From an optimization exercise on the open Yosys and OpenROAD flow, aimed at small area and a short achievable clock period; shortcuts taken in it are not production practice. Where RTL was checked, it was by simulation tests only, not by an equivalence proof against the original. Only the layout flow was run in run 1; the RTL was not checked for function there. Power and IR drop assume default switching activity.

## flow/design.v (module list and top-level ports; edited modules follow where they fit)
// module QE_M: 852 lines
// module qe_fa: 5 lines
// module qe_fs: 5 lines
// module qe_fc: 5 lines
// module qe_x2: 5 lines
// module qe_xn: 5 lines
// module qe_cy: 5 lines
// module qe_ha: 5 lines
module QE_M (clk, reset, in_a, in_b, in_c, in_x, mode, valid_in, last_input, valid_out, result);
  // ...
==> flow/flow/run.sh <==
#!/bin/bash
# The standard layout, with buf_2 cells as the port buffers.
bash standard.sh "BUFFER_PORTS_ARGS=-buffer_cell sky130_fd_sc_hd__buf_2" finish > standard.log 2>&1
==> flow/standard.sh <==
#!/bin/bash
# synth_recipe.tcl (not shown) runs the flow's synth.tcl, then flattens the netlist and writes it again
# the make line also repeats each setting of config.mk as NAME=value (left out here)
make -C /OpenROAD-flow-scripts/flow DESIGN_CONFIG=/design/flow/config.mk WORK_HOME=/design/flow/orfs CLKGATE_MAP_FILE= SYNTH_SCRIPT=/design/flow/synth_recipe.tcl "${@:-finish}"
==> flow/config.mk <==
export PLATFORM = sky130hd
export DESIGN_NAME = QE_M
export DESIGN_NICKNAME = QE_M
export VERILOG_FILES = /design/flow/design.v
export SDC_FILE = /design/flow/constraint.sdc
export NUM_CORES = 4
export LEC_CHECK = 0
export CAP_MARGIN = 20
export CORE_MARGIN = 2
export CORE_UTILIZATION = 30
export CTS_BUF_LIST = sky130_fd_sc_hd__clkbuf_8
export SETUP_SLACK_MARGIN = 4
export SLEW_MARGIN = 20
export SYNTH_HIERARCHICAL = 1
==> flow/constraint.sdc <==
create_clock -name core_clock -period 6.5 [get_ports {clk}]
set_input_delay 1.3000 -clock core_clock [delete_from_list [all_inputs] [get_ports {clk}]]
set_output_delay 1.3000 -clock core_clock [all_outputs]
set_load 0.01 [all_outputs]
==> summary.txt, run 1 <==
Status
  – Status: finished clean

Finish
  – Number of nets in the layout: between 1000 and 1500
  – Final Cell Area: 9990 um^2
  – #MultiIn Comb: about 700
  – FF+latch area: 3050 um^2
  – Fin util: 35.8%
  – Number of fill cells: 2948
  – Non-clk buf share: 3.93%
  – Final sequential cell count: 150
  – Antenna diodes: 0

Power
  – Power share of the clock group: 16.9%
  – Switch share: approximately 40%
  – Total Power: 5.10 mW
  – Power Sequential: 1.55 mW
  – Internal: ~3.0 mW

Worst setup path
  – Crit Path Max Fanout: 10
  – Reg2Reg Depth: 9
  – Critical path launch point type: flip-flop
  – Top delay family on crit path: XOR/XNOR gates
  – Req. time, crit path: ~6.9 ns
  – Setup CP Type: reg -> reg

STA
  – Fmax: 413 MHz
  – Final period utilization: 37.2%
  – Final Setup Violations: 0
  – Max Slew Vio Count: 0

Worst hold path
  – Hold path endpoint: C2[0]
  – Beginning of the worst hold path: C1[0]

Synthesis
  – Sequential share of the synthesized area: 35.4%
  – Xor/xnor share of the synthesized area: a little under a third
  – Top cell type's share of synthesized area: between 30% and 40%
  – Yosys reg bits: 150
  – Most numerous cell in the Yosys netlist: xor2_1
  – Largest family of logic cells by synthesized area: XOR/XNOR gates
  – Ranking of synthesized cells by area: dfxtp_1, xor2_1, a22o_1

GRT
  – Routing usage on met3: 2.66%
  – Vias in the first global route: 6033

Routing
  – DRC Markers: 0
  – Drt first pass iters: 5

CTS
  – Htree depth: 4
  – # Post-CTS Setup Buffers: 5
  – # clock sinks: 150
==> run 2: changes to the inputs <==
--- a/flow/design.v
+++ b/flow/design.v
@@ -230,107 +230,73 @@
 wire ta_73, ta_74, ta_75, ta_76, ta_77, ta_78, ta_79, ta_80;
-wire ta_81, ta_82, ta_83, ta_84, ta_85, ta_86, ta_87, ta_88;
-wire ta_89, ta_90, ta_91, ta_92, ta_93, ta_94, ta_95, ta_96;
-wire ta_97, ta_98, ta_99, ta_100, ta_101, ta_102;
+wire ta_81, ta_82, ta_83, ta_84, ta_85, ta_86;
 qe_xn ta_hx0 (.a(pa_0_5), .b(pa_1_4), .y(ta_1));
 assign ta_2 = pa_0_5 | pa_1_4;
-qe_x2 ta_xp0 (.a(pa_0_6), .b(pa_1_5), .y(ta_5));
-qe_x2 ta_xs0 (.a(ta_5), .b(pa_2_4), .y(ta_3));
-qe_cy ta_cy0 (.a(pa_0_6), .b(pa_1_5), .c(pa_2_4), .p(ta_5), .co(ta_4));
-qe_xn ta_hx1 (.a(pa_3_3), .b(pa_4_2), .y(ta_6));
-assign ta_7 = pa_3_3 | pa_4_2;
-qe_x2 ta_xp1 (.a(pa_0_7), .b(pa_1_6), .y(ta_10));
-qe_x2 ta_xs1 (.a(ta_10), .b(pa_2_5), .y(ta_8));
-qe_cy ta_cy1 (.a(pa_0_7), .b(pa_1_6), .c(pa_2_5), .p(ta_10), .co(ta_9));
-qe_x2 ta_xp2 (.a(pa_3_4), .b(pa_4_3), .y(ta_13));
-qe_x2 ta_xs2 (.a(ta_13), .b(pa_5_2), .y(ta_11));
-qe_cy ta_cy2 (.a(pa_3_4), .b(pa_4_3), .c(pa_5_2), .p(ta_13), .co(ta_12));
-qe_xn ta_hx2 (.a(pa_6_1), .b(pa_7_0), .y(ta_14));
-assign ta_15 = pa_6_1 | pa_7_0;
-qe_x2 ta_xp3 (.a(pa_1_7), .b(pa_2_6), .y(ta_18));
-qe_x2 ta_xs3 (.a(ta_18), .b(pa_3_5), .y(ta_16));
-qe_cy ta_cy3 (.a(pa_1_7), .b(pa_2_6), .c(pa_3_5), .p(ta_18), .co(ta_17));
-qe_x2 ta_xp4 (.a(pa_4_4), .b(pa_5_3), .y(ta_21));
-qe_x2 ta_xs4 (.a(ta_21), .b(pa_6_2), .y(ta_19));
-qe_cy ta_cy4 (.a(pa_4_4), .b(pa_5_3), .c(pa_6_2), .p(ta_21), .co(ta_20));
-qe_x2 ta_xp5 (.a(pa_2_7), .b(pa_3_6), .y(ta_24));
-qe_x2 ta_xs5 (.a(ta_24), .b(pa_4_5), .y(ta_22));
-qe_cy ta_cy5 (.a(pa_2_7), .b(pa_3_6), .c(pa_4_5), .p(ta_24), .co(ta_23));
-qe_xn ta_hx3 (.a(pa_0_3), .b(pa_1_2), .y(ta_25));
-assign ta_26 = pa_0_3 | pa_1_2;
-qe_x2 ta_xp6 (.a(pa_0_4), .b(pa_1_3), .y(ta_29));
-qe_x2 ta_xs6 (.a(ta_29), .b(pa_2_2), .y(ta_27));
-qe_cy ta_cy6 (.a(pa_0_4), .b(pa_1_3), .c(pa_2_2), .p(ta_29), .co(ta_28));
-qe_xn ta_hx4 (.a(pa_3_1), .b(pa_4_0), .y(ta_30));
-assign ta_31 = pa_3_1 | pa_4_0;
-qe_x2 ta_xp7 (.a(pa_2_3), .b(pa_3_2), .y(ta_34));
-qe_x2 ta_xs7 (.a(ta_34), .b(pa_4_1), .y(ta_32));
-qe_cy ta_cy7 (.a(pa_2_3), .b(pa_3_2), .c(pa_4_1), .p(ta_34), .co(ta_33));
-qe_x2 ta_xp8 (.a(pa_5_0), .b(bg[5]), .y(ta_37));
-qe_x2 ta_xs8 (.a(ta_37), .b(ta_1), .y(ta_35));
-qe_cy ta_cy8 (.a(pa_5_0), .b(bg[5]), .c(ta_1), .p(ta_37), .co(ta_36));
-qe_x2 ta_xp9 (.a(pa_5_1), .b(pa_6_0), .y(ta_40));
-qe_x2 ta_xs9 (.a(ta_40), .b(bg[6]), .y(ta_38));
-qe_cy ta_cy9 (.a(pa_5_1), .b(pa_6_0), .c(bg[6]), .p(ta_40), .co(ta_39));
-qe_x2 ta_xp10 (.a(ta_2), .b(ta_6), .y(ta_43));
-qe_x2 ta_xs10 (.a(ta_43), .b(ta_3), .y(ta_41));
-qe_cy ta_cy10 (.a(ta_2), .b(ta_6), .c(ta_3), .p(ta_43), .co(ta_42));
-qe_x2 ta_xp11 (.a(bg[7]), .b(ta_7), .y(ta_46));
-qe_x2 ta_xs11 (.a(ta_46), .b(ta_14), .y(ta_44));
-qe_cy ta_cy11 (.a(bg[7]), .b(ta_7), .c(ta_14), .p(ta_46), .co(ta_45));
-qe_x2 ta_xp12 (.a(ta_8), .b(ta_11), .y(ta_49));
-qe_x2 ta_xs12 (.a(ta_49), .b(ta_4), .y(ta_47));
-qe_cy ta_cy12 (.a(ta_8), .b(ta_11), .c(ta_4), .p(ta_49), .co(ta_48));
-qe_x2 ta_xp13 (.a(pa_7_1), .b(ta_15), .y(ta_52));
-qe_x2 ta_xs13 (.a(ta_52), .b(ta_16), .y(ta_50));
-qe_cy ta_cy13 (.a(pa_7_1), .b(ta_15), .c(ta_16), .p(ta_52), .co(ta_51));
-qe_x2 ta_xp14 (.a(ta_19), .b(ta_9), .y(ta_55));
-qe_x2 ta_xs14 (.a(ta_55), .b(ta_12), .y(ta_53));
-qe_cy ta_cy14 (.a(ta_19), .b(ta_9), .c(ta_12), .p(ta_55), .co(ta_54));
-qe_x2 ta_xp15 (.a(pa_5_4), .b(pa_6_3), .y(ta_58));
-qe_x2 ta_xs15 (.a(ta_58), .b(pa_7_2), .y(ta_56));
-qe_cy ta_cy15 (.a(pa_5_4), .b(pa_6_3), .c(pa_7_2), .p(ta_58), .co(ta_57));
-qe_x2 ta_xp16 (.a(ta_22), .b(ta_17), .y(ta_61));
-qe_x2 ta_xs16 (.a(ta_61), .b(ta_20), .y(ta_59));
-qe_cy ta_cy16 (.a(ta_22), .b(ta_17), .c(ta_20), .p(ta_61), .co(ta_60));
-qe_x2 ta_xp17 (.a(pa_3_7), .b(pa_4_6), .y(ta_64));
-qe_x2 ta_xs17 (.a(ta_64), .b(pa_5_5), .y(ta_62));
-qe_cy ta_cy17 (.a(pa_3_7), .b(pa_4_6), .c(pa_5_5), .p(ta_64), .co(ta_63));
-qe_x2 ta_xp18 (.a(pa_6_4), .b(pa_7_3), .y(ta_67));
-qe_x2 ta_xs18 (.a(ta_67), .b(ta_23), .y(ta_65));
-qe_cy ta_cy18 (.a(pa_6_4), .b(pa_7_3), .c(ta_23), .p(ta_67), .co(ta_66));
-qe_x2 ta_xp19 (.a(pa_4_7), .b(pa_5_6), .y(ta_70));
-qe_x2 ta_xs19 (.a(ta_70), .b(pa_6_5), .y(ta_68));
-qe_cy ta_cy19 (.a(pa_4_7), .b(pa_5_6), .c(pa_6_5), .p(ta_70), .co(ta_69));
-qe_xn ta_hx5 (.a(pa_0_2), .b(pa_1_1), .y(ta_71));
-assign ta_72 = pa_0_2 | pa_1_1;
-qe_x2 ta_xp20 (.a(pa_2_1), .b(pa_3_0), .y(ta_75));
-qe_x2 ta_xs20 (.a(ta_75), .b(bg[3]), .y(ta_73));
-qe_cy ta_cy20 (.a(pa_2_1), .b(pa_3_0), .c(bg[3]), .p(ta_75), .co(ta_74));
-qe_x2 ta_xp21 (.a(bg[4]), .b(ta_26), .y(ta_78));
-qe_x2 ta_xs21 (.a(ta_78), .b(ta_30), .y(ta_76));
-qe_cy ta_cy21 (.a(bg[4]), .b(ta_26), .c(ta_30), .p(ta_78), .co(ta_77));
-qe_x2 ta_xp22 (.a(ta_31), .b(ta_32), .y(ta_81));
-qe_x2 ta_xs22 (.a(ta_81), .b(ta_28), .y(ta_79));
-qe_cy ta_cy22 (.a(ta_31), .b(ta_32), .c(ta_28), .p(ta_81), .co(ta_80));
-qe_x2 ta_xp23 (.a(ta_38), .b(ta_33), .y(ta_84));
-qe_x2 ta_xs23 (.a(ta_84), .b(ta_36), .y(ta_82));
-qe_cy ta_cy23 (.a(ta_38), .b(ta_33), .c(ta_36), .p(ta_84), .co(ta_83));
-qe_x2 ta_xp24 (.a(ta_39), .b(ta_44), .y(ta_87));
-qe_x2 ta_xs24 (.a(ta_87), .b(ta_42), .y(ta_85));
-qe_cy ta_cy24 (.a(ta_39), .b(ta_44), .c(ta_42), .p(ta_87), .co(ta_86));
-qe_x2 ta_xp25 (.a(ta_50), .b(ta_45), .y(ta_90));
-qe_x2 ta_xs25 (.a(ta_90), .b(ta_48), .y(ta_88));
-qe_cy ta_cy25 (.a(ta_50), .b(ta_45), .c(ta_48), .p(ta_90), .co(ta_89));
-qe_x2 ta_xp26 (.a(ta_56), .b(ta_51), .y(ta_93));
-qe_x2 ta_xs26 (.a(ta_93), .b(ta_59), .y(ta_91));
-qe_cy ta_cy26 (.a(ta_56), .b(ta_51), .c(ta_59), .p(ta_93), .co(ta_92));
-qe_x2 ta_xp27 (.a(ta_62), .b(ta_57), .y(ta_96));
-qe_x2 ta_xs27 (.a(ta_96), .b(ta_65), .y(ta_94));
-qe_cy ta_cy27 (.a(ta_62), .b(ta_57), .c(ta_65), .p(ta_96), .co(ta_95));
-qe_x2 ta_xp28 (.a(pa_7_4), .b(ta_68), .y(ta_99));
-qe_x2 ta_xs28 (.a(ta_99), .b(ta_63), .y(ta_97));
-qe_cy ta_cy28 (.a(pa_7_4), .b(ta_68), .c(ta_63), .p(ta_99), .co(ta_98));
-qe_x2 ta_xp29 (.a(pa_5_7), .b(pa_6_6), .y(ta_102));
-qe_x2 ta_xs29 (.a(ta_102), .b(pa_7_5), .y(ta_100));
-qe_cy ta_cy29 (.a(pa_5_7), .b(pa_6_6), .c(pa_7_5), .p(ta_102), .co(ta_101));
+qe_fa ta_fa0 (.a(pa_0_6), .b(pa_1_5), .c(pa_2_4), .s(ta_3), .co(ta_4));
+qe_xn ta_hx1 (.a(pa_3_3), .b(pa_4_2), .y(ta_5));
+assign ta_6 = pa_3_3 | pa_4_2;
+qe_x2 ta_xp1 (.a(pa_0_7), .b(pa_1_6), .y(ta_73));
+qe_x2 ta_xs1 (.a(ta_73), .b(pa_2_5), .y(ta_7));
+qe_cy ta_cy1 (.a(pa_0_7), .b(pa_1_6), .c(pa_2_5), .p(ta_73), .co(ta_8));
+qe_x2 ta_xp2 (.a(pa_3_4), .b(pa_4_3), .y(ta_74));
+qe_x2 ta_xs2 (.a(ta_74), .b(pa_5_2), .y(ta_9));
+qe_cy ta_cy2 (.a(pa_3_4), .b(pa_4_3), .c(pa_5_2), .p(ta_74), .co(ta_10));
+qe_xn ta_hx2 (.a(pa_6_1), .b(pa_7_0), .y(ta_11));
+assign ta_12 = pa_6_1 | pa_7_0;
+qe_x2 ta_xp3 (.a(pa_1_7), .b(pa_2_6), .y(ta_75));
+qe_x2 ta_xs3 (.a(ta_75), .b(pa_3_5), .y(ta_13));
+qe_cy ta_cy3 (.a(pa_1_7), .b(pa_2_6), .c(pa_3_5), .p(ta_75), .co(ta_14));
+qe_fa ta_fa4 (.a(pa_4_4), .b(pa_5_3), .c(pa_6_2), .s(ta_15), .co(ta_16));
+qe_x2 ta_xp5 (.a(pa_2_7), .b(pa_3_6), .y(ta_76));
+qe_x2 ta_xs5 (.a(ta_76), .b(pa_4_5), .y(ta_17));
+qe_cy ta_cy5 (.a(pa_2_7), .b(pa_3_6), .c(pa_4_5), .p(ta_76), .co(ta_18));
+qe_xn ta_hx3 (.a(pa_0_3), .b(pa_1_2), .y(ta_19));
+assign ta_20 = pa_0_3 | pa_1_2;
+qe_fa ta_fa6 (.a(pa_0_4), .b(pa_1_3), .c(pa_2_2), .s(ta_21), .co(ta_22));
+qe_xn ta_hx4 (.a(pa_3_1), .b(pa_4_0), .y(ta_23));
+assign ta_24 = pa_3_1 | pa_4_0;
+qe_fa ta_fa7 (.a(pa_2_3), .b(pa_3_2), .c(pa_4_1), .s(ta_25), .co(ta_26));
+qe_fa ta_fa8 (.a(pa_5_0), .b(bg[5]), .c(ta_1), .s(ta_27), .co(ta_28));
+qe_fa ta_fa9 (.a(pa_5_1), .b(pa_6_0), .c(bg[6]), .s(ta_29), .co(ta_30));
+qe_x2 ta_xp10 (.a(ta_2), .b(ta_5), .y(ta_77));
+qe_x2 ta_xs10 (.a(ta_77), .b(ta_3), .y(ta_31));
+qe_cy ta_cy10 (.a(ta_2), .b(ta_5), .c(ta_3), .p(ta_77), .co(ta_32));
+qe_x2 ta_xp11 (.a(bg[7]), .b(ta_6), .y(ta_78));
+qe_x2 ta_xs11 (.a(ta_78), .b(ta_11), .y(ta_33));
+qe_cy ta_cy11 (.a(bg[7]), .b(ta_6), .c(ta_11), .p(ta_78), .co(ta_34));
+qe_fa ta_fa12 (.a(ta_7), .b(ta_9), .c(ta_4), .s(ta_35), .co(ta_36));
+qe_x2 ta_xp13 (.a(pa_7_1), .b(ta_12), .y(ta_79));
+qe_x2 ta_xs13 (.a(ta_79), .b(ta_13), .y(ta_37));
+qe_cy ta_cy13 (.a(pa_7_1), .b(ta_12), .c(ta_13), .p(ta_79), .co(ta_38));
+qe_fa ta_fa14 (.a(ta_15), .b(ta_8), .c(ta_10), .s(ta_39), .co(ta_40));
+qe_fa ta_fa15 (.a(pa_5_4), .b(pa_6_3), .c(pa_7_2), .s(ta_41), .co(ta_42));
+qe_x2 ta_xp16 (.a(ta_17), .b(ta_14), .y(ta_80));
+qe_x2 ta_xs16 (.a(ta_80), .b(ta_16), .y(ta_43));
+qe_cy ta_cy16 (.a(ta_17), .b(ta_14), .c(ta_16), .p(ta_80), .co(ta_44));
+qe_fa ta_fa17 (.a(pa_3_7), .b(pa_4_6), .c(pa_5_5), .s(ta_45), .co(ta_46));
+qe_x2 ta_xp18 (.a(pa_6_4), .b(pa_7_3), .y(ta_81));
+qe_x2 ta_xs18 (.a(ta_81), .b(ta_18), .y(ta_47));
+qe_cy ta_cy18 (.a(pa_6_4), .b(pa_7_3), .c(ta_18), .p(ta_81), .co(ta_48));
+qe_fa ta_fa19 (.a(pa_4_7), .b(pa_5_6), .c(pa_6_5), .s(ta_49), .co(ta_50));
+qe_xn ta_hx5 (.a(pa_0_2), .b(pa_1_1), .y(ta_51));
+assign ta_52 = pa_0_2 | pa_1_1;
+qe_fa ta_fa20 (.a(pa_2_1), .b(pa_3_0), .c(bg[3]), .s(ta_53), .co(ta_54));
+qe_fa ta_fa21 (.a(bg[4]), .b(ta_20), .c(ta_23), .s(ta_55), .co(ta_56));
+qe_fa ta_fa22 (.a(ta_24), .b(ta_25), .c(ta_22), .s(ta_57), .co(ta_58));
+qe_x2 ta_xp23 (.a(ta_29), .b(ta_26), .y(ta_82));
+qe_x2 ta_xs23 (.a(ta_82), .b(ta_28), .y(ta_59));
+qe_cy ta_cy23 (.a(ta_29), .b(ta_26), .c(ta_28), .p(ta_82), .co(ta_60));
+qe_x2 ta_xp24 (.a(ta_30), .b(ta_33), .y(ta_83));
+qe_x2 ta_xs24 (.a(ta_83), .b(ta_32), .y(ta_61));
+qe_cy ta_cy24 (.a(ta_30), .b(ta_33), .c(ta_32), .p(ta_83), .co(ta_62));
+qe_x2 ta_xp25 (.a(ta_37), .b(ta_34), .y(ta_84));
+qe_x2 ta_xs25 (.a(ta_84), .b(ta_36), .y(ta_63));
+qe_cy ta_cy25 (.a(ta_37), .b(ta_34), .c(ta_36), .p(ta_84), .co(ta_64));
+qe_x2 ta_xp26 (.a(ta_41), .b(ta_38), .y(ta_85));
+qe_x2 ta_xs26 (.a(ta_85), .b(ta_43), .y(ta_65));
+qe_cy ta_cy26 (.a(ta_41), .b(ta_38), .c(ta_43), .p(ta_85), .co(ta_66));
+qe_x2 ta_xp27 (.a(ta_45), .b(ta_42), .y(ta_86));
+qe_x2 ta_xs27 (.a(ta_86), .b(ta_47), .y(ta_67));
+qe_cy ta_cy27 (.a(ta_45), .b(ta_42), .c(ta_47), .p(ta_86), .co(ta_68));
+qe_fa ta_fa28 (.a(pa_7_4), .b(ta_49), .c(ta_46), .s(ta_69), .co(ta_70));
+qe_fa ta_fa29 (.a(pa_5_7), .b(pa_6_6), .c(pa_7_5), .s(ta_71), .co(ta_72));
 wire [7:0] xm = {X1[6:0], 1'b0};   
@@ -344,40 +310,40 @@
 assign tb_2 = T1a1 | T1b1;
-qe_x2 tb_xp0 (.a(T1a2), .b(T1b2), .y(tb_5));
-qe_x2 tb_xs0 (.a(tb_5), .b(T1c2), .y(tb_3));
-qe_cy tb_cy0 (.a(T1a2), .b(T1b2), .c(T1c2), .p(tb_5), .co(tb_4));
-qe_x2 tb_xp1 (.a(T1a3), .b(T1b3), .y(tb_8));
-qe_x2 tb_xs1 (.a(tb_8), .b(T1c3), .y(tb_6));
-qe_cy tb_cy1 (.a(T1a3), .b(T1b3), .c(T1c3), .p(tb_8), .co(tb_7));
-qe_x2 tb_xp2 (.a(T1a4), .b(T1b4), .y(tb_11));
-qe_x2 tb_xs2 (.a(tb_11), .b(T1c4), .y(tb_9));
-qe_cy tb_cy2 (.a(T1a4), .b(T1b4), .c(T1c4), .p(tb_11), .co(tb_10));
-qe_x2 tb_xp3 (.a(T1a5), .b(T1b5), .y(tb_14));
-qe_x2 tb_xs3 (.a(tb_14), .b(T1c5), .y(tb_12));
-qe_cy tb_cy3 (.a(T1a5), .b(T1b5), .c(T1c5), .p(tb_14), .co(tb_13));
-qe_x2 tb_xp4 (.a(T1a6), .b(T1b6), .y(tb_17));
-qe_x2 tb_xs4 (.a(tb_17), .b(T1c6), .y(tb_15));
-qe_cy tb_cy4 (.a(T1a6), .b(T1b6), .c(T1c6), .p(tb_17), .co(tb_16));
-qe_x2 tb_xp5 (.a(T1a7), .b(T1b7), .y(tb_20));
-qe_x2 tb_xs5 (.a(tb_20), .b(T1c7), .y(tb_18));
-qe_cy tb_cy5 (.a(T1a7), .b(T1b7), .c(T1c7), .p(tb_20), .co(tb_19));
-qe_x2 tb_xp6 (.a(T1a8), .b(T1b8), .y(tb_23));
-qe_x2 tb_xs6 (.a(tb_23), .b(T1c8), .y(tb_21));
-qe_cy tb_cy6 (.a(T1a8), .b(T1b8), .c(T1c8), .p(tb_23), .co(tb_22));
-qe_x2 tb_xp7 (.a(T1a9), .b(T1b9), .y(tb_26));
-qe_x2 tb_xs7 (.a(tb_26), .b(T1c9), .y(tb_24));
-qe_cy tb_cy7 (.a(T1a9), .b(T1b9), .c(T1c9), .p(tb_26), .co(tb_25));
-qe_x2 tb_xp8 (.a(T1a10), .b(T1b10), .y(tb_29));
-qe_x2 tb_xs8 (.a(tb_29), .b(T1c10), .y(tb_27));
-qe_cy tb_cy8 (.a(T1a10), .b(T1b10), .c(T1c10), .p(tb_29), .co(tb_28));
-qe_x2 tb_xp9 (.a(T1a11), .b(T1b11), .y(tb_32));
-qe_x2 tb_xs9 (.a(tb_32), .b(T1c11), .y(tb_30));
-qe_cy tb_cy9 (.a(T1a11), .b(T1b11), .c(T1c11), .p(tb_32), .co(tb_31));
-qe_x2 tb_xp10 (.a(T1a12), .b(T1b12), .y(tb_35));
-qe_x2 tb_xs10 (.a(tb_35), .b(T1c12), .y(tb_33));
-qe_cy tb_cy10 (.a(T1a12), .b(T1b12), .c(T1c12), .p(tb_35), .co(tb_34));
+qe_x2 tb_xp0 (.a(T1a2), .b(T1b2), .y(tb_27));
+qe_x2 tb_xs0 (.a(tb_27), .b(T1c2), .y(tb_3));
+qe_cy tb_cy0 (.a(T1a2), .b(T1b2), .c(T1c2), .p(tb_27), .co(tb_4));
+qe_x2 tb_xp1 (.a(T1a3), .b(T1b3), .y(tb_28));
+qe_x2 tb_xs1 (.a(tb_28), .b(T1c3), .y(tb_5));
+qe_cy tb_cy1 (.a(T1a3), .b(T1b3), .c(T1c3), .p(tb_28), .co(tb_6));
+qe_x2 tb_xp2 (.a(T1a4), .b(T1b4), .y(tb_29));
+qe_x2 tb_xs2 (.a(tb_29), .b(T1c4), .y(tb_7));
+qe_cy tb_cy2 (.a(T1a4), .b(T1b4), .c(T1c4), .p(tb_29), .co(tb_8));
+qe_x2 tb_xp3 (.a(T1a5), .b(T1b5), .y(tb_30));
+qe_x2 tb_xs3 (.a(tb_30), .b(T1c5), .y(tb_9));
+qe_cy tb_cy3 (.a(T1a5), .b(T1b5), .c(T1c5), .p(tb_30), .co(tb_10));
+qe_x2 tb_xp4 (.a(T1a6), .b(T1b6), .y(tb_31));
+qe_x2 tb_xs4 (.a(tb_31), .b(T1c6), .y(tb_11));
+qe_cy tb_cy4 (.a(T1a6), .b(T1b6), .c(T1c6), .p(tb_31), .co(tb_12));
+qe_x2 tb_xp5 (.a(T1a7), .b(T1b7), .y(tb_32));
+qe_x2 tb_xs5 (.a(tb_32), .b(T1c7), .y(tb_13));
+qe_cy tb_cy5 (.a(T1a7), .b(T1b7), .c(T1c7), .p(tb_32), .co(tb_14));
+qe_x2 tb_xp6 (.a(T1a8), .b(T1b8), .y(tb_33));
+qe_x2 tb_xs6 (.a(tb_33), .b(T1c8), .y(tb_15));
+qe_cy tb_cy6 (.a(T1a8), .b(T1b8), .c(T1c8), .p(tb_33), .co(tb_16));
+qe_x2 tb_xp7 (.a(T1a9), .b(T1b9), .y(tb_34));
+qe_x2 tb_xs7 (.a(tb_34), .b(T1c9), .y(tb_17));
+qe_cy tb_cy7 (.a(T1a9), .b(T1b9), .c(T1c9), .p(tb_34), .co(tb_18));
+qe_x2 tb_xp8 (.a(T1a10), .b(T1b10), .y(tb_35));
+qe_x2 tb_xs8 (.a(tb_35), .b(T1c10), .y(tb_19));
+qe_cy tb_cy8 (.a(T1a10), .b(T1b10), .c(T1c10), .p(tb_35), .co(tb_20));
+qe_x2 tb_xp9 (.a(T1a11), .b(T1b11), .y(tb_36));
+qe_x2 tb_xs9 (.a(tb_36), .b(T1c11), .y(tb_21));
+qe_cy tb_cy9 (.a(T1a11), .b(T1b11), .c(T1c11), .p(tb_36), .co(tb_22));
+qe_x2 tb_xp10 (.a(T1a12), .b(T1b12), .y(tb_37));
+qe_x2 tb_xs10 (.a(tb_37), .b(T1c12), .y(tb_23));
+qe_cy tb_cy10 (.a(T1a12), .b(T1b12), .c(T1c12), .p(tb_37), .co(tb_24));
 qe_x2 tb_xp11 (.a(T1a13), .b(T1b13), .y(tb_38));
-qe_x2 tb_xs11 (.a(tb_38), .b(T1c13), .y(tb_36));
-qe_cy tb_cy11 (.a(T1a13), .b(T1b13), .c(T1c13), .p(tb_38), .co(tb_37));
-wire [15:0] SBa = {1'b1, T1a14, tb_36, tb_33, tb_30, tb_27, tb_24, tb_21, tb_18, tb_15, tb_12, tb_9, tb_6, tb_2, T1c1, T1a0};
-wire [15:0] SBb = {1'b1, tb_37, tb_34, tb_31, tb_28, tb_25, tb_22, tb_19, tb_16, tb_13, tb_10, tb_7, tb_4, tb_3, tb_1, T1b0};
+qe_x2 tb_xs11 (.a(tb_38), .b(T1c13), .y(tb_25));
+qe_cy tb_cy11 (.a(T1a13), .b(T1b13), .c(T1c13), .p(tb_38), .co(tb_26));
+wire [15:0] SBa = {1'b1, T1a14, tb_25, tb_23, tb_21, tb_19, tb_17, tb_15, tb_13, tb_11, tb_9, tb_7, tb_5, tb_2, T1c1, T1a0};
+wire [15:0] SBb = {1'b1, tb_26, tb_24, tb_22, tb_20, tb_18, tb_16, tb_14, tb_12, tb_10, tb_8, tb_6, tb_4, tb_3, tb_1, T1b0};
 wire [15:0] SBs;
@@ -584,5 +550,3 @@
 wire tc_129, tc_130, tc_131, tc_132, tc_133, tc_134, tc_135, tc_136;
-wire tc_137, tc_138, tc_139, tc_140, tc_141, tc_142, tc_143, tc_144;
-wire tc_145, tc_146, tc_147, tc_148, tc_149, tc_150, tc_151, tc_152;
-wire tc_153, tc_154, tc_155, tc_156, tc_157, tc_158;
+wire tc_137;
 qe_xn tc_hx0 (.a(pc_neg_0), .b(C2[0]), .y(tc_1));
@@ -591,156 +555,114 @@
 assign tc_4 = C2[1] | pc_acc_1_1;
-qe_x2 tc_xp0 (.a(pc_neg_1), .b(C2[2]), .y(tc_7));
-qe_x2 tc_xs0 (.a(tc_7), .b(pc_acc_2_2), .y(tc_5));
-qe_cy tc_cy0 (.a(pc_neg_1), .b(C2[2]), .c(pc_acc_2_2), .p(tc_7), .co(tc_6));
-qe_xn tc_hx2 (.a(C2[3]), .b(pc_acc_2_3), .y(tc_8));
-assign tc_9 = C2[3] | pc_acc_2_3;
-qe_x2 tc_xp1 (.a(pc_neg_2), .b(C2[4]), .y(tc_12));
-qe_x2 tc_xs1 (.a(tc_12), .b(pc_0_4), .y(tc_10));
-qe_cy tc_cy1 (.a(pc_neg_2), .b(C2[4]), .c(pc_0_4), .p(tc_12), .co(tc_11));
-qe_xn tc_hx3 (.a(C2[5]), .b(pc_0_5), .y(tc_13));
-assign tc_14 = C2[5] | pc_0_5;
-qe_x2 tc_xp2 (.a(pc_neg_3), .b(C2[6]), .y(tc_17));
-qe_x2 tc_xs2 (.a(tc_17), .b(pc_0_6), .y(tc_15));
-qe_cy tc_cy2 (.a(pc_neg_3), .b(C2[6]), .c(pc_0_6), .p(tc_17), .co(tc_16));
-qe_xn tc_hx4 (.a(pc_1_6), .b(pc_2_6), .y(tc_18));
-assign tc_19 = pc_1_6 | pc_2_6;
-qe_x2 tc_xp3 (.a(C2[7]), .b(pc_0_7), .y(tc_22));
-qe_x2 tc_xs3 (.a(tc_22), .b(pc_1_7), .y(tc_20));
-qe_cy tc_cy3 (.a(C2[7]), .b(pc_0_7), .c(pc_1_7), .p(tc_22), .co(tc_21));
-qe_xn tc_hx5 (.a(pc_2_7), .b(pc_3_7), .y(tc_23));
-assign tc_24 = pc_2_7 | pc_3_7;
-qe_x2 tc_xp4 (.a(pc_4_8), .b(pc_0_8), .y(tc_27));
-qe_x2 tc_xs4 (.a(tc_27), .b(pc_1_8), .y(tc_25));
-qe_cy tc_cy4 (.a(pc_4_8), .b(pc_0_8), .c(pc_1_8), .p(tc_27), .co(tc_26));
-qe_xn tc_hx6 (.a(pc_2_8), .b(pc_3_8), .y(tc_28));
-assign tc_29 = pc_2_8 | pc_3_8;
-qe_x2 tc_xp5 (.a(pc_4_9), .b(pc_0_9), .y(tc_32));
-qe_x2 tc_xs5 (.a(tc_32), .b(pc_1_9), .y(tc_30));
-qe_cy tc_cy5 (.a(pc_4_9), .b(pc_0_9), .c(pc_1_9), .p(tc_32), .co(tc_31));
-qe_xn tc_hx7 (.a(pc_2_9), .b(pc_3_9), .y(tc_33));
-assign tc_34 = pc_2_9 | pc_3_9;
-qe_x2 tc_xp6 (.a(pc_4_10), .b(pc_0_10), .y(tc_37));
-qe_x2 tc_xs6 (.a(tc_37), .b(pc_1_10), .y(tc_35));
-qe_cy tc_cy6 (.a(pc_4_10), .b(pc_0_10), .c(pc_1_10), .p(tc_37), .co(tc_36));
-qe_xn tc_hx8 (.a(pc_2_10), .b(pc_3_10), .y(tc_38));
-assign tc_39 = pc_2_10 | pc_3_10;
-qe_x2 tc_xp7 (.a(pc_4_11), .b(pc_0_11), .y(tc_42));
-qe_x2 tc_xs7 (.a(tc_42), .b(pc_1_11), .y(tc_40));
-qe_cy tc_cy7 (.a(pc_4_11), .b(pc_0_11), .c(pc_1_11), .p(tc_42), .co(tc_41));
-qe_xn tc_hx9 (.a(pc_2_11), .b(pc_3_11), .y(tc_43));
-assign tc_44 = pc_2_11 | pc_3_11;
-qe_x2 tc_xp8 (.a(pc_4_12), .b(pc_0_12), .y(tc_47));
-qe_x2 tc_xs8 (.a(tc_47), .b(pc_1_12), .y(tc_45));
-qe_cy tc_cy8 (.a(pc_4_12), .b(pc_0_12), .c(pc_1_12), .p(tc_47), .co(tc_46));
-qe_xn tc_hx10 (.a(pc_2_12), .b(pc_3_12), .y(tc_48));
-assign tc_49 = pc_2_12 | pc_3_12;
-qe_x2 tc_xp9 (.a(pc_4_13), .b(pc_0_13), .y(tc_52));
-qe_x2 tc_xs9 (.a(tc_52), .b(pc_1_13), .y(tc_50));
-qe_cy tc_cy9 (.a(pc_4_13), .b(pc_0_13), .c(pc_1_13), .p(tc_52), .co(tc_51));
-qe_xn tc_hx11 (.a(pc_2_13), .b(pc_3_13), .y(tc_53));
-assign tc_54 = pc_2_13 | pc_3_13;
-qe_x2 tc_xp10 (.a(pc_4_14), .b(pc_0_14), .y(tc_57));
-qe_x2 tc_xs10 (.a(tc_57), .b(pc_1_14), .y(tc_55));
-qe_cy tc_cy10 (.a(pc_4_14), .b(pc_0_14), .c(pc_1_14), .p(tc_57), .co(tc_56));
-qe_xn tc_hx12 (.a(pc_2_14), .b(pc_3_14), .y(tc_58));
-assign tc_59 = pc_2_14 | pc_3_14;
-qe_x2 tc_xp11 (.a(pc_4_15), .b(pc_0_15), .y(tc_62));
-qe_x2 tc_xs11 (.a(tc_62), .b(pc_1_15), .y(tc_60));
-qe_cy tc_cy11 (.a(pc_4_15), .b(pc_0_15), .c(pc_1_15), .p(tc_62), .co(tc_61));
-qe_xn tc_hx13 (.a(pc_2_15), .b(pc_3_15), .y(tc_63));
-assign tc_64 = pc_2_15 | pc_3_15;
-qe_xn tc_hx14 (.a(pc_acc_1_0), .b(pc_acc_2_0), .y(tc_65));
-assign tc_66 = pc_acc_1_0 | pc_acc_2_0;
-qe_x2 tc_xp12 (.a(pc_acc_2_1), .b(tc_2), .y(tc_69));
-qe_x2 tc_xs12 (.a(tc_69), .b(pc_0_1), .y(tc_67));
-qe_cy tc_cy12 (.a(pc_acc_2_1), .b(tc_2), .c(pc_0_1), .p(tc_69), .co(tc_68));
-qe_x2 tc_xp13 (.a(pc_0_2), .b(pc_1_2), .y(tc_72));
-qe_x2 tc_xs13 (.a(tc_72), .b(tc_5), .y(tc_70));
-qe_cy tc_cy13 (.a(pc_0_2), .b(pc_1_2), .c(tc_5), .p(tc_72), .co(tc_71));
-qe_x2 tc_xp14 (.a(pc_0_3), .b(pc_1_3), .y(tc_75));
-qe_x2 tc_xs14 (.a(tc_75), .b(tc_6), .y(tc_73));
-qe_cy tc_cy14 (.a(pc_0_3), .b(pc_1_3), .c(tc_6), .p(tc_75), .co(tc_74));
-qe_x2 tc_xp15 (.a(pc_1_4), .b(pc_2_4), .y(tc_78));
-qe_x2 tc_xs15 (.a(tc_78), .b(tc_9), .y(tc_76));
-qe_cy tc_cy15 (.a(pc_1_4), .b(pc_2_4), .c(tc_9), .p(tc_78), .co(tc_77));
-qe_x2 tc_xp16 (.a(pc_1_5), .b(pc_2_5), .y(tc_81));
-qe_x2 tc_xs16 (.a(tc_81), .b(tc_11), .y(tc_79));
-qe_cy tc_cy16 (.a(pc_1_5), .b(pc_2_5), .c(tc_11), .p(tc_81), .co(tc_80));
-qe_x2 tc_xp17 (.a(pc_3_6), .b(tc_15), .y(tc_84));
-qe_x2 tc_xs17 (.a(tc_84), .b(tc_14), .y(tc_82));
-qe_cy tc_cy17 (.a(pc_3_6), .b(tc_15), .c(tc_14), .p(tc_84), .co(tc_83));
-qe_x2 tc_xp18 (.a(tc_16), .b(tc_19), .y(tc_87));
-qe_x2 tc_xs18 (.a(tc_87), .b(tc_23), .y(tc_85));
-qe_cy tc_cy18 (.a(tc_16), .b(tc_19), .c(tc_23), .p(tc_87), .co(tc_86));
-qe_x2 tc_xp19 (.a(tc_24), .b(tc_28), .y(tc_90));
-qe_x2 tc_xs19 (.a(tc_90), .b(tc_25), .y(tc_88));
-qe_cy tc_cy19 (.a(tc_24), .b(tc_28), .c(tc_25), .p(tc_90), .co(tc_89));
-qe_x2 tc_xp20 (.a(tc_29), .b(tc_33), .y(tc_93));
-qe_x2 tc_xs20 (.a(tc_93), .b(tc_30), .y(tc_91));
-qe_cy tc_cy20 (.a(tc_29), .b(tc_33), .c(tc_30), .p(tc_93), .co(tc_92));
-qe_x2 tc_xp21 (.a(tc_34), .b(tc_38), .y(tc_96));
-qe_x2 tc_xs21 (.a(tc_96), .b(tc_35), .y(tc_94));
-qe_cy tc_cy21 (.a(tc_34), .b(tc_38), .c(tc_35), .p(tc_96), .co(tc_95));
-qe_x2 tc_xp22 (.a(tc_39), .b(tc_43), .y(tc_99));
-qe_x2 tc_xs22 (.a(tc_99), .b(tc_40), .y(tc_97));
-qe_cy tc_cy22 (.a(tc_39), .b(tc_43), .c(tc_40), .p(tc_99), .co(tc_98));
-qe_x2 tc_xp23 (.a(tc_44), .b(tc_48), .y(tc_102));
-qe_x2 tc_xs23 (.a(tc_102), .b(tc_45), .y(tc_100));
-qe_cy tc_cy23 (.a(tc_44), .b(tc_48), .c(tc_45), .p(tc_102), .co(tc_101));
-qe_x2 tc_xp24 (.a(tc_49), .b(tc_53), .y(tc_105));
-qe_x2 tc_xs24 (.a(tc_105), .b(tc_50), .y(tc_103));
-qe_cy tc_cy24 (.a(tc_49), .b(tc_53), .c(tc_50), .p(tc_105), .co(tc_104));
-qe_x2 tc_xp25 (.a(tc_54), .b(tc_58), .y(tc_108));
-qe_x2 tc_xs25 (.a(tc_108), .b(tc_55), .y(tc_106));
-qe_cy tc_cy25 (.a(tc_54), .b(tc_58), .c(tc_55), .p(tc_108), .co(tc_107));
-qe_x2 tc_xp26 (.a(tc_59), .b(tc_63), .y(tc_111));
-qe_x2 tc_xs26 (.a(tc_111), .b(tc_60), .y(tc_109));
-qe_cy tc_cy26 (.a(tc_59), .b(tc_63), .c(tc_60), .p(tc_111), .co(tc_110));
-qe_xn tc_hx15 (.a(pc_0_0), .b(tc_1), .y(tc_112));
-assign tc_113 = pc_0_0 | tc_1;
-qe_x2 tc_xp27 (.a(tc_66), .b(tc_3), .y(tc_116));
-qe_x2 tc_xs27 (.a(tc_116), .b(tc_67), .y(tc_114));
-qe_cy tc_cy27 (.a(tc_66), .b(tc_3), .c(tc_67), .p(tc_116), .co(tc_115));
-qe_x2 tc_xp28 (.a(tc_4), .b(tc_68), .y(tc_119));
-qe_x2 tc_xs28 (.a(tc_119), .b(tc_70), .y(tc_117));
-qe_cy tc_cy28 (.a(tc_4), .b(tc_68), .c(tc_70), .p(tc_119), .co(tc_118));
-qe_x2 tc_xp29 (.a(tc_8), .b(tc_73), .y(tc_122));
-qe_x2 tc_xs29 (.a(tc_122), .b(tc_71), .y(tc_120));
-qe_cy tc_cy29 (.a(tc_8), .b(tc_73), .c(tc_71), .p(tc_122), .co(tc_121));
-qe_x2 tc_xp30 (.a(tc_10), .b(tc_76), .y(tc_125));
-qe_x2 tc_xs30 (.a(tc_125), .b(tc_74), .y(tc_123));
-qe_cy tc_cy30 (.a(tc_10), .b(tc_76), .c(tc_74), .p(tc_125), .co(tc_124));
-qe_x2 tc_xp31 (.a(tc_13), .b(tc_77), .y(tc_128));
-qe_x2 tc_xs31 (.a(tc_128), .b(tc_79), .y(tc_126));
-qe_cy tc_cy31 (.a(tc_13), .b(tc_77), .c(tc_79), .p(tc_128), .co(tc_127));
-qe_x2 tc_xp32 (.a(tc_18), .b(tc_80), .y(tc_131));
-qe_x2 tc_xs32 (.a(tc_131), .b(tc_82), .y(tc_129));
-qe_cy tc_cy32 (.a(tc_18), .b(tc_80), .c(tc_82), .p(tc_131), .co(tc_130));
-qe_x2 tc_xp33 (.a(tc_20), .b(tc_83), .y(tc_134));
-qe_x2 tc_xs33 (.a(tc_134), .b(tc_85), .y(tc_132));
-qe_cy tc_cy33 (.a(tc_20), .b(tc_83), .c(tc_85), .p(tc_134), .co(tc_133));
-qe_x2 tc_xp34 (.a(tc_21), .b(tc_86), .y(tc_137));
-qe_x2 tc_xs34 (.a(tc_137), .b(tc_88), .y(tc_135));
-qe_cy tc_cy34 (.a(tc_21), .b(tc_86), .c(tc_88), .p(tc_137), .co(tc_136));
-qe_x2 tc_xp35 (.a(tc_26), .b(tc_91), .y(tc_140));
-qe_x2 tc_xs35 (.a(tc_140), .b(tc_89), .y(tc_138));
-qe_cy tc_cy35 (.a(tc_26), .b(tc_91), .c(tc_89), .p(tc_140), .co(tc_139));
-qe_x2 tc_xp36 (.a(tc_31), .b(tc_94), .y(tc_143));
-qe_x2 tc_xs36 (.a(tc_143), .b(tc_92), .y(tc_141));
-qe_cy tc_cy36 (.a(tc_31), .b(tc_94), .c(tc_92), .p(tc_143), .co(tc_142));
-qe_x2 tc_xp37 (.a(tc_36), .b(tc_97), .y(tc_146));
-qe_x2 tc_xs37 (.a(tc_146), .b(tc_95), .y(tc_144));
-qe_cy tc_cy37 (.a(tc_36), .b(tc_97), .c(tc_95), .p(tc_146), .co(tc_145));
-qe_x2 tc_xp38 (.a(tc_41), .b(tc_100), .y(tc_149));
-qe_x2 tc_xs38 (.a(tc_149), .b(tc_98), .y(tc_147));
-qe_cy tc_cy38 (.a(tc_41), .b(tc_100), .c(tc_98), .p(tc_149), .co(tc_148));
-qe_x2 tc_xp39 (.a(tc_46), .b(tc_103), .y(tc_152));
-qe_x2 tc_xs39 (.a(tc_152), .b(tc_101), .y(tc_150));
-qe_cy tc_cy39 (.a(tc_46), .b(tc_103), .c(tc_101), .p(tc_152), .co(tc_151));
-qe_x2 tc_xp40 (.a(tc_51), .b(tc_106), .y(tc_155));
-qe_x2 tc_xs40 (.a(tc_155), .b(tc_104), .y(tc_153));
-qe_cy tc_cy40 (.a(tc_51), .b(tc_106), .c(tc_104), .p(tc_155), .co(tc_154));
-qe_x2 tc_xp41 (.a(tc_56), .b(tc_109), .y(tc_158));
-qe_x2 tc_xs41 (.a(tc_158), .b(tc_107), .y(tc_156));
-qe_cy tc_cy41 (.a(tc_56), .b(tc_109), .c(tc_107), .p(tc_158), .co(tc_157));
+qe_x2 tc_xp0 (.a(pc_neg_1), .b(C2[2]), .y(tc_117));
+qe_x2 tc_xs0 (.a(tc_117), .b(pc_acc_2_2), .y(tc_5));
+qe_cy tc_cy0 (.a(pc_neg_1), .b(C2[2]), .c(pc_acc_2_2), .p(tc_117), .co(tc_6));
+qe_xn tc_hx2 (.a(C2[3]), .b(pc_acc_2_3), .y(tc_7));
+assign tc_8 = C2[3] | pc_acc_2_3;
+qe_fa tc_fa1 (.a(pc_neg_2), .b(C2[4]), .c(pc_0_4), .s(tc_9), .co(tc_10));
+qe_xn tc_hx3 (.a(C2[5]), .b(pc_0_5), .y(tc_11));
+assign tc_12 = C2[5] | pc_0_5;
+qe_x2 tc_xp2 (.a(pc_neg_3), .b(C2[6]), .y(tc_118));
+qe_x2 tc_xs2 (.a(tc_118), .b(pc_0_6), .y(tc_13));
+qe_cy tc_cy2 (.a(pc_neg_3), .b(C2[6]), .c(pc_0_6), .p(tc_118), .co(tc_14));
+qe_xn tc_hx4 (.a(pc_1_6), .b(pc_2_6), .y(tc_15));
+assign tc_16 = pc_1_6 | pc_2_6;
+qe_fa tc_fa3 (.a(C2[7]), .b(pc_0_7), .c(pc_1_7), .s(tc_17), .co(tc_18));
+qe_xn tc_hx5 (.a(pc_2_7), .b(pc_3_7), .y(tc_19));
+assign tc_20 = pc_2_7 | pc_3_7;
+qe_fa tc_fa4 (.a(pc_4_8), .b(pc_0_8), .c(pc_1_8), .s(tc_21), .co(tc_22));
+qe_xn tc_hx6 (.a(pc_2_8), .b(pc_3_8), .y(tc_23));
+assign tc_24 = pc_2_8 | pc_3_8;
+qe_fa tc_fa5 (.a(pc_4_9), .b(pc_0_9), .c(pc_1_9), .s(tc_25), .co(tc_26));
+qe_xn tc_hx7 (.a(pc_2_9), .b(pc_3_9), .y(tc_27));
+assign tc_28 = pc_2_9 | pc_3_9;
+qe_fa tc_fa6 (.a(pc_4_10), .b(pc_0_10), .c(pc_1_10), .s(tc_29), .co(tc_30));
+qe_xn tc_hx8 (.a(pc_2_10), .b(pc_3_10), .y(tc_31));
+assign tc_32 = pc_2_10 | pc_3_10;
+qe_fa tc_fa7 (.a(pc_4_11), .b(pc_0_11), .c(pc_1_11), .s(tc_33), .co(tc_34));
+qe_xn tc_hx9 (.a(pc_2_11), .b(pc_3_11), .y(tc_35));
+assign tc_36 = pc_2_11 | pc_3_11;
+qe_fa tc_fa8 (.a(pc_4_12), .b(pc_0_12), .c(pc_1_12), .s(tc_37), .co(tc_38));
+qe_xn tc_hx10 (.a(pc_2_12), .b(pc_3_12), .y(tc_39));
+assign tc_40 = pc_2_12 | pc_3_12;
+qe_fa tc_fa9 (.a(pc_4_13), .b(pc_0_13), .c(pc_1_13), .s(tc_41), .co(tc_42));
+qe_xn tc_hx11 (.a(pc_2_13), .b(pc_3_13), .y(tc_43));
+assign tc_44 = pc_2_13 | pc_3_13;
+qe_fa tc_fa10 (.a(pc_4_14), .b(pc_0_14), .c(pc_1_14), .s(tc_45), .co(tc_46));
+qe_xn tc_hx12 (.a(pc_2_14), .b(pc_3_14), .y(tc_47));
+assign tc_48 = pc_2_14 | pc_3_14;
+qe_fa tc_fa11 (.a(pc_4_15), .b(pc_0_15), .c(pc_1_15), .s(tc_49), .co(tc_50));
+qe_xn tc_hx13 (.a(pc_2_15), .b(pc_3_15), .y(tc_51));
+assign tc_52 = pc_2_15 | pc_3_15;
+qe_xn tc_hx14 (.a(pc_acc_1_0), .b(pc_acc_2_0), .y(tc_53));
+assign tc_54 = pc_acc_1_0 | pc_acc_2_0;
+qe_fa tc_fa12 (.a(pc_acc_2_1), .b(tc_2), .c(pc_0_1), .s(tc_55), .co(tc_56));
+qe_fa tc_fa13 (.a(pc_0_2), .b(pc_1_2), .c(tc_5), .s(tc_57), .co(tc_58));
+qe_fa tc_fa14 (.a(pc_0_3), .b(pc_1_3), .c(tc_6), .s(tc_59), .co(tc_60));
+qe_fa tc_fa15 (.a(pc_1_4), .b(pc_2_4), .c(tc_8), .s(tc_61), .co(tc_62));
+qe_x2 tc_xp16 (.a(pc_1_5), .b(pc_2_5), .y(tc_119));
+qe_x2 tc_xs16 (.a(tc_119), .b(tc_10), .y(tc_63));
+qe_cy tc_cy16 (.a(pc_1_5), .b(pc_2_5), .c(tc_10), .p(tc_119), .co(tc_64));
+qe_fa tc_fa17 (.a(pc_3_6), .b(tc_13), .c(tc_12), .s(tc_65), .co(tc_66));
+qe_fa tc_fa18 (.a(tc_14), .b(tc_16), .c(tc_19), .s(tc_67), .co(tc_68));
+qe_x2 tc_xp19 (.a(tc_20), .b(tc_23), .y(tc_120));
+qe_x2 tc_xs19 (.a(tc_120), .b(tc_21), .y(tc_69));
+qe_cy tc_cy19 (.a(tc_20), .b(tc_23), .c(tc_21), .p(tc_120), .co(tc_70));
+qe_x2 tc_xp20 (.a(tc_24), .b(tc_27), .y(tc_121));
+qe_x2 tc_xs20 (.a(tc_121), .b(tc_25), .y(tc_71));
+qe_cy tc_cy20 (.a(tc_24), .b(tc_27), .c(tc_25), .p(tc_121), .co(tc_72));
+qe_x2 tc_xp21 (.a(tc_28), .b(tc_31), .y(tc_122));
+qe_x2 tc_xs21 (.a(tc_122), .b(tc_29), .y(tc_73));
+qe_cy tc_cy21 (.a(tc_28), .b(tc_31), .c(tc_29), .p(tc_122), .co(tc_74));
+qe_x2 tc_xp22 (.a(tc_32), .b(tc_35), .y(tc_123));
+qe_x2 tc_xs22 (.a(tc_123), .b(tc_33), .y(tc_75));
+qe_cy tc_cy22 (.a(tc_32), .b(tc_35), .c(tc_33), .p(tc_123), .co(tc_76));
+qe_x2 tc_xp23 (.a(tc_36), .b(tc_39), .y(tc_124));
+qe_x2 tc_xs23 (.a(tc_124), .b(tc_37), .y(tc_77));
+qe_cy tc_cy23 (.a(tc_36), .b(tc_39), .c(tc_37), .p(tc_124), .co(tc_78));
+qe_x2 tc_xp24 (.a(tc_40), .b(tc_43), .y(tc_125));
+qe_x2 tc_xs24 (.a(tc_125), .b(tc_41), .y(tc_79));
+qe_cy tc_cy24 (.a(tc_40), .b(tc_43), .c(tc_41), .p(tc_125), .co(tc_80));
+qe_x2 tc_xp25 (.a(tc_44), .b(tc_47), .y(tc_126));
+qe_x2 tc_xs25 (.a(tc_126), .b(tc_45), .y(tc_81));
+qe_cy tc_cy25 (.a(tc_44), .b(tc_47), .c(tc_45), .p(tc_126), .co(tc_82));
+qe_x2 tc_xp26 (.a(tc_48), .b(tc_51), .y(tc_127));
+qe_x2 tc_xs26 (.a(tc_127), .b(tc_49), .y(tc_83));
+qe_cy tc_cy26 (.a(tc_48), .b(tc_51), .c(tc_49), .p(tc_127), .co(tc_84));
+qe_xn tc_hx15 (.a(pc_0_0), .b(tc_1), .y(tc_85));
+assign tc_86 = pc_0_0 | tc_1;
+qe_fa tc_fa27 (.a(tc_54), .b(tc_3), .c(tc_55), .s(tc_87), .co(tc_88));
+qe_fa tc_fa28 (.a(tc_4), .b(tc_56), .c(tc_57), .s(tc_89), .co(tc_90));
+qe_fa tc_fa29 (.a(tc_7), .b(tc_59), .c(tc_58), .s(tc_91), .co(tc_92));
+qe_fa tc_fa30 (.a(tc_9), .b(tc_61), .c(tc_60), .s(tc_93), .co(tc_94));
+qe_fa tc_fa31 (.a(tc_11), .b(tc_62), .c(tc_63), .s(tc_95), .co(tc_96));
+qe_x2 tc_xp32 (.a(tc_15), .b(tc_64), .y(tc_128));
+qe_x2 tc_xs32 (.a(tc_128), .b(tc_65), .y(tc_97));
+qe_cy tc_cy32 (.a(tc_15), .b(tc_64), .c(tc_65), .p(tc_128), .co(tc_98));
+qe_x2 tc_xp33 (.a(tc_17), .b(tc_66), .y(tc_129));
+qe_x2 tc_xs33 (.a(tc_129), .b(tc_67), .y(tc_99));
+qe_cy tc_cy33 (.a(tc_17), .b(tc_66), .c(tc_67), .p(tc_129), .co(tc_100));
+qe_x2 tc_xp34 (.a(tc_18), .b(tc_68), .y(tc_130));
+qe_x2 tc_xs34 (.a(tc_130), .b(tc_69), .y(tc_101));
+qe_cy tc_cy34 (.a(tc_18), .b(tc_68), .c(tc_69), .p(tc_130), .co(tc_102));
+qe_x2 tc_xp35 (.a(tc_22), .b(tc_71), .y(tc_131));
+qe_x2 tc_xs35 (.a(tc_131), .b(tc_70), .y(tc_103));
+qe_cy tc_cy35 (.a(tc_22), .b(tc_71), .c(tc_70), .p(tc_131), .co(tc_104));
+qe_x2 tc_xp36 (.a(tc_26), .b(tc_73), .y(tc_132));
+qe_x2 tc_xs36 (.a(tc_132), .b(tc_72), .y(tc_105));
+qe_cy tc_cy36 (.a(tc_26), .b(tc_73), .c(tc_72), .p(tc_132), .co(tc_106));
+qe_x2 tc_xp37 (.a(tc_30), .b(tc_75), .y(tc_133));
+qe_x2 tc_xs37 (.a(tc_133), .b(tc_74), .y(tc_107));
+qe_cy tc_cy37 (.a(tc_30), .b(tc_75), .c(tc_74), .p(tc_133), .co(tc_108));
+qe_x2 tc_xp38 (.a(tc_34), .b(tc_77), .y(tc_134));
+qe_x2 tc_xs38 (.a(tc_134), .b(tc_76), .y(tc_109));
+qe_cy tc_cy38 (.a(tc_34), .b(tc_77), .c(tc_76), .p(tc_134), .co(tc_110));
+qe_x2 tc_xp39 (.a(tc_38), .b(tc_79), .y(tc_135));
+qe_x2 tc_xs39 (.a(tc_135), .b(tc_78), .y(tc_111));
+qe_cy tc_cy39 (.a(tc_38), .b(tc_79), .c(tc_78), .p(tc_135), .co(tc_112));
+qe_x2 tc_xp40 (.a(tc_42), .b(tc_81), .y(tc_136));
+qe_x2 tc_xs40 (.a(tc_136), .b(tc_80), .y(tc_113));
+qe_cy tc_cy40 (.a(tc_42), .b(tc_81), .c(tc_80), .p(tc_136), .co(tc_114));
+qe_x2 tc_xp41 (.a(tc_46), .b(tc_83), .y(tc_137));
+qe_x2 tc_xs41 (.a(tc_137), .b(tc_82), .y(tc_115));
+qe_cy tc_cy41 (.a(tc_46), .b(tc_83), .c(tc_82), .p(tc_137), .co(tc_116));
 always @(posedge clk) begin
@@ -749,36 +671,36 @@
 	T1b13 <= pa_7_6;
-	T1c13 <= ta_101;
-	T1a12 <= ta_100;
-	T1b12 <= ta_69;
-	T1c12 <= ta_98;
-	T1a11 <= ta_66;
-	T1b11 <= ta_97;
-	T1c11 <= ta_95;
-	T1a10 <= ta_94;
-	T1b10 <= ta_60;
-	T1c10 <= ta_92;
-	T1a9 <= ta_54;
-	T1b9 <= ta_91;
-	T1c9 <= ta_89;
-	T1a8 <= ta_53;
-	T1b8 <= ta_86;
-	T1c8 <= ta_88;
-	T1a7 <= ta_47;
-	T1b7 <= ta_83;
-	T1c7 <= ta_85;
-	T1a6 <= ta_41;
-	T1b6 <= ta_80;
-	T1c6 <= ta_82;
-	T1a5 <= ta_35;
-	T1b5 <= ta_77;
-	T1c5 <= ta_79;
-	T1a4 <= ta_27;
-	T1b4 <= ta_74;
-	T1c4 <= ta_76;
-	T1a3 <= ta_72;
-	T1b3 <= ta_25;
-	T1c3 <= ta_73;
+	T1c13 <= ta_72;
+	T1a12 <= ta_71;
+	T1b12 <= ta_50;
+	T1c12 <= ta_70;
+	T1a11 <= ta_48;
+	T1b11 <= ta_69;
+	T1c11 <= ta_68;
+	T1a10 <= ta_67;
+	T1b10 <= ta_44;
+	T1c10 <= ta_66;
+	T1a9 <= ta_40;
+	T1b9 <= ta_65;
+	T1c9 <= ta_64;
+	T1a8 <= ta_39;
+	T1b8 <= ta_62;
+	T1c8 <= ta_63;
+	T1a7 <= ta_35;
+	T1b7 <= ta_60;
+	T1c7 <= ta_61;
+	T1a6 <= ta_31;
+	T1b6 <= ta_58;
+	T1c6 <= ta_59;
+	T1a5 <= ta_27;
+	T1b5 <= ta_56;
+	T1c5 <= ta_57;
+	T1a4 <= ta_21;
+	T1b4 <= ta_54;
+	T1c4 <= ta_55;
+	T1a3 <= ta_52;
+	T1b3 <= ta_19;
+	T1c3 <= ta_53;
 	T1a2 <= pa_2_0;
 	T1b2 <= bg[2];
-	T1c2 <= ta_71;
+	T1c2 <= ta_51;
 	T1a1 <= pa_0_1;
@@ -801,34 +723,34 @@
 	keep2 <= m1 & ~f1;
-	S3a15 <= tc_156;
-	S3b15 <= tc_154;
-	S3a14 <= tc_153;
-	S3b14 <= tc_151;
-	S3a13 <= tc_150;
-	S3b13 <= tc_148;
-	S3a12 <= tc_147;
-	S3b12 <= tc_145;
-	S3a11 <= tc_144;
-	S3b11 <= tc_142;
-	S3a10 <= tc_141;
-	S3b10 <= tc_139;
-	S3a9 <= tc_136;
-	S3b9 <= tc_138;
-	S3a8 <= tc_133;
-	S3b8 <= tc_135;
-	S3a7 <= tc_130;
-	S3b7 <= tc_132;
-	S3a6 <= tc_127;
-	S3b6 <= tc_129;
-	S3a5 <= tc_124;
-	S3b5 <= tc_126;
-	S3a4 <= tc_123;
-	S3b4 <= tc_121;
-	S3a3 <= tc_118;
-	S3b3 <= tc_120;
-	S3a2 <= tc_115;
-	S3b2 <= tc_117;
-	S3a1 <= tc_113;
-	S3b1 <= tc_114;
-	S3a0 <= tc_65;
-	S3b0 <= tc_112;
+	S3a15 <= tc_115;
+	S3b15 <= tc_114;
+	S3a14 <= tc_113;
+	S3b14 <= tc_112;
+	S3a13 <= tc_111;
+	S3b13 <= tc_110;
+	S3a12 <= tc_109;
+	S3b12 <= tc_108;
+	S3a11 <= tc_107;
+	S3b11 <= tc_106;
+	S3a10 <= tc_105;
+	S3b10 <= tc_104;
+	S3a9 <= tc_102;
+	S3b9 <= tc_103;
+	S3a8 <= tc_100;
+	S3b8 <= tc_101;
+	S3a7 <= tc_98;
+	S3b7 <= tc_99;
+	S3a6 <= tc_96;
+	S3b6 <= tc_97;
+	S3a5 <= tc_94;
+	S3b5 <= tc_95;
+	S3a4 <= tc_93;
+	S3b4 <= tc_92;
+	S3a3 <= tc_90;
+	S3b3 <= tc_91;
+	S3a2 <= tc_88;
+	S3b2 <= tc_89;
+	S3a1 <= tc_86;
+	S3b1 <= tc_87;
+	S3a0 <= tc_53;
+	S3b0 <= tc_85;
 	Y  <= S3s;
--- a/flow/config.mk
+++ b/flow/config.mk
@@ -9,5 +9,5 @@
 export CORE_MARGIN = 2
-export CORE_UTILIZATION = 30
+export CORE_UTILIZATION = 40
 export CTS_BUF_LIST = sky130_fd_sc_hd__clkbuf_8
-export SETUP_SLACK_MARGIN = 4
+export SETUP_SLACK_MARGIN = 3.8
 export SLEW_MARGIN = 20
==> summary.txt, run 2 <==
Synthesis
  – Syn. warnings: 7
  – Yosys top cell by area: dfxtp_1
  – Syn Area/Cell: 9.86 um^2
  – Ranking of synthesized cells by area: dfxtp_1, xor2_1, fa_1
  – Synth cell count leaders: xor2_1, dfxtp_1, nand2_1, xnor2_1, a22o_1
  – Most numerous cell in the Yosys netlist: xor2_1
  – Ys flop type: dfxtp_1
  – Yosys cell types: 53
  – Synth Instances: 846
  – Yosys reg bits: 150 (unchanged)
  – Top cell type's share of synthesized area: 34.8% (+0.91 points)
  – Mapped cell area: 8340 um^2
  – Sequential share of the synthesized area: 36.3% (+0.95 points)
  – Async S/R FF share, synth: 3.33%
  – Number of synthesized flops with an enable pin: 0

Worst setup path
  – Max incr delay on CP: around 0.38 ns
  – Critical path launch point type: flip-flop
  – Slowest-stage cell, CP: dfxtp_1
  – Top delay family on crit path: compound AO/OA/AOI/OAI gates
  – CP endpoint kind: flip-flop
  – Crit path buf inv count: 0
  – Req. time, crit path: 6.84 ns (-0.04 ns)
  – Worst EP arrival: 2.90 ns
  – CP cell instances: xor2_2 > xor2_2 > xor2_1 > nor3b_2 > o311ai_4 > o221ai_4 > a211oi_4 > o221ai_2 > xor2_1
  – Setup CP Type: reg -> reg
  – Crit Path Max Fanout: 4 (-6)

CTS
  – Post-CTS Hold Fix Bufs: 0
  – Root buffer cell: clkbuf_8
  – Clk Latency, worst-skew pair: 0.46 ns
  – Clock Tree Buf Depth: 2
  – Htree depth: 4 (unchanged)
  – # clock sinks: 150 (unchanged)
  – Clk pin slew, worst setup/hold paths: about 0.09 ns
  – Total CTS buffers: 17
  – TritonCTS clock tree: yes

STA
  – Final min period: approximately 2.6 ns
  – Worst setup margin: 3.94 ns
  – Worst Max-Slew Pin Slew: between 0.6 and 0.7 ns
  – Final Setup Violations: 0 (unchanged)
  – Unrepaired setup endpoints after global routing: false
  – Slew margin rel.: 55.3%
  – Final period utilization: 39.4% (+2.2 points)
  – Setup TNS: 0 ns
  – Clock skew: 0.0155 ns
  – Fmax: 390 MHz (-5.5%)
  – Endpoints failing hold: 0
  – Max Slew Vio Count: 0 (unchanged)

Routing
  – Initial DRC count: 347
  – DRC Markers: 0 (unchanged)
  – Vias/cell: 4.93
  – Via count: 5756
  – WL per Instance: 14.2 um
  – Drt first pass iters: 5 (unchanged)
  – ANT nets after route: 0
  – Total wire length: roughly 17000 um

Placed design
  – Inst Count DP: 1128
  – Hpwl dp: 11900 um
  – Placed Area: 8780 um^2
  – I/O Buffers: between 50 and 60
  – Routability cong.: 0.831
  – Setup WS pre-CTS: 3.65 ns

Finish
  – Largest regs: R: 16 flops, Y: 16 flops
  – Synth-to-layout area growth: 10.8%
  – Most frequent cells in the layout: xor2_1, dfxtp_1, nand2_1, xnor2_1, buf_2
  – Number of fill cells: 1989 (-33%)
  – Most common cell after layout, fill and taps aside: xor2_1
  – Final Cell Area: 9240 um^2 (-7.5%)
  – Layout cells sized above 1: 15.1%
  – Non-Filler Instances: ~1200
  – FF+latch area: 3030 um^2 (-0.41%)
  – Number of nets in the layout: 958 (-4.8%)
  – Fin util: 45.4% (+9.6 points)
  – Antenna diodes: 0 (unchanged)
  – Footprint of the multi-input gates: 5110 um^2

GRT
  – First-pass GRT wire length: 28400 um
  – Gr ovfl total: 0
  – Largest net degree at the start of global routing: 27
  – Initial antenna violation count: 0
  – All-layer global routing usage: 16.2%
  – Vias in the first global route: 5710 (-5.4%)

Power
  – Seq pwr share: 33.6%
  – Combinational fraction of design power: 51.0%
  – Switch share: 42.0% (+1.2 points)
  – Peak VDD IR: 0.000167 V
  – Internal: 2.62 mW (-13%)
  – Power share of the clock group: 15.4% (-1.5 points)
  – Switching power: between 1.5 and 2 mW
  – Power density of the placed cells: around 500 nW/um^2
  – Leak pwr: 3.60 nW

Floorplan
  – Ports: 54
  – Starting Density: between 40% and 50%
  – Die Y: 148 um
  – Die W: 148 um
  – Core Region: 20400 um^2
  – # rows: 52
  – DIE AREA: about 22000 um^2

Flow run
  – Maxcap violations: 0

Worst hold path
  – Worst hold path class: reg -> reg

Status
  – Status: finished clean
## run 2: cell count changes after synthesis
cell | before | now
fa_1 | 0 | 37
xor2_1 | 235 | 161
a22o_1 | 81 | 45
## run 2: per-stage QoR
| step | power (mW) | hold slack (ns) |
|---|---|---|
| 4_1_cts | 4.54 | 0.334 |
| 3_5_place_dp | 3.83 | 0.314 |
| 2_1_floorplan | 3.41 | 0.310 |
| 3_3_place_gp | 3.80 | 0.312 |
| 5_1_grt | 4.95 | 0.340 |
| 6_report | 4.51 | 0.332 |
## run 2: area by class of cell
cell class / instances / share of cell area, %
Clock inverter: 14 / 1.45
Timing Repair Buffer: 58 / 3.28
Tap cell: 270 / 3.66
Timing Repair inverter: 2 / 0.135
Inverter: 14 / 0.650
Sequential cell: 150 / 32.8
Clock buffer: 18 / 2.68
Multi-Input combinational cell: 641 / 55.3
## run 2: what timing repair did
| item | in CTS | in global routing |
|---|---|---|
| endpoints found under the hold margin | 0 | 0 |
| setup endpoints to repair | 1 | 22 |
| cloned | 1 | 1 |
| gates resized for setup | 3 | 5 |
| setup buffers | 0 | 5 |
| pin swaps | 0 | 7 |
## run 2: Yosys stat by module, one instance, submodules excluded
module / flip-flops and latches / cell area [um^2]
QE_M: 150 / 5620
qe_cy: 0 / 8.76
qe_fa: 0 / 20.0
qe_x2: 0 / 8.76
qe_xn: 0 / 8.76
## run 2: kinds of logic after synthesis
kind of cell	after synthesis	share of synthesized area, %
adders and majority gates	37	8.88
DFF	150	36.3
other	2	0.0901
xor gates and xnor gates	236	24.8
muxes	2	0.270
buffers and inverters	57	2.67
and+or+nand+nor	199	12.0
AOI/OAI and AO/OA	163	15.0
## run 2: layer usage
layer | GRT usage [%] | up-vias | part of all wire (%)
li1 | - | 2892 | -
met1 | 22.4 | 2717 | 49
met2 | 25.2 | 130 | 45
met3 | 3.74 | 17 | 4.5
met4 | 4.90 | 0 | 1.1
met5 | 0 | - | 0
## run 2: worst paths after layout
| path | from | to | slack (ns) | cells past startpoint |
|---|---|---|---|---|
| worst max register to register | T1a2 | R[15] | 3.94 | 9 |
| worst max-delay path | T1a2 | R[15] | 3.94 | 9 |
| worst min register to register | C1[4] | C2[4] | 0.33 | 0 |
| max in group asynchronous | reset | lastd | 5.55 | 2 |
| min in group asynchronous | reset | valid_out | 0.71 | 2 |
| worst min-delay path | C1[4] | C2[4] | 0.33 | 0 |
## run 2: power groups by stage
| stage | registers (mW) | clock network (mW) | logic, mW |
|---|---|---|---|
| 2_1_floorplan | 1.42 | 0 | 1.99 |
| 3_3_place_gp | 1.53 | 0 | 2.26 |
| 3_5_place_dp | 1.54 | 0 | 2.30 |
| 4_1_cts | 1.51 | 0.710 | 2.31 |
| 5_1_grt | 1.56 | 0.763 | 2.62 |
| 6_report | 1.52 | 0.694 | 2.30 |
## run 2: worst reg2reg max path: stages, from the launching register on
cell      delay, ns
dfxtp_1        0.38
xor2_2         0.22
xor2_2         0.24
xor2_1         0.17
nor3b_2        0.21
o311ai_4       0.37
o221ai_4       0.20
a211oi_4       0.35
o221ai_2       0.15
xor2_1         0.17

[separate check: timing with driven ports]
No port has a modelled driver above. Below, the same layouts with a new extraction and two added sets of constraints. Step 1: set_driving_cell puts a clkbuf_16 on clk and a buf_2 on each other input, an assumption about the parent block. Step 2 moves the port delays by t, midway between the first and last clock arrival at a register: inputs arrive t later, outputs are due t later. That takes back most of the time a late clock gives input paths. Slacks: no drivers / after step 1 / after step 2; pairs: no drivers / after step 1.
run | t (ns) | slack for setup (ns) | slew at the worst register clock pin (ns)
run 1 | 0.477 | 4.080 / 4.080 / 3.674 | 0.09 / 0.09
run 2 | 0.488 | 3.938 / 3.938 / 3.660 | 0.09 / 0.09
After both steps setup and hold are still met in every run listed. The setup slack of run 1, which loses most, moves by 0.000 ns with the drivers and by -0.406 ns with both steps.
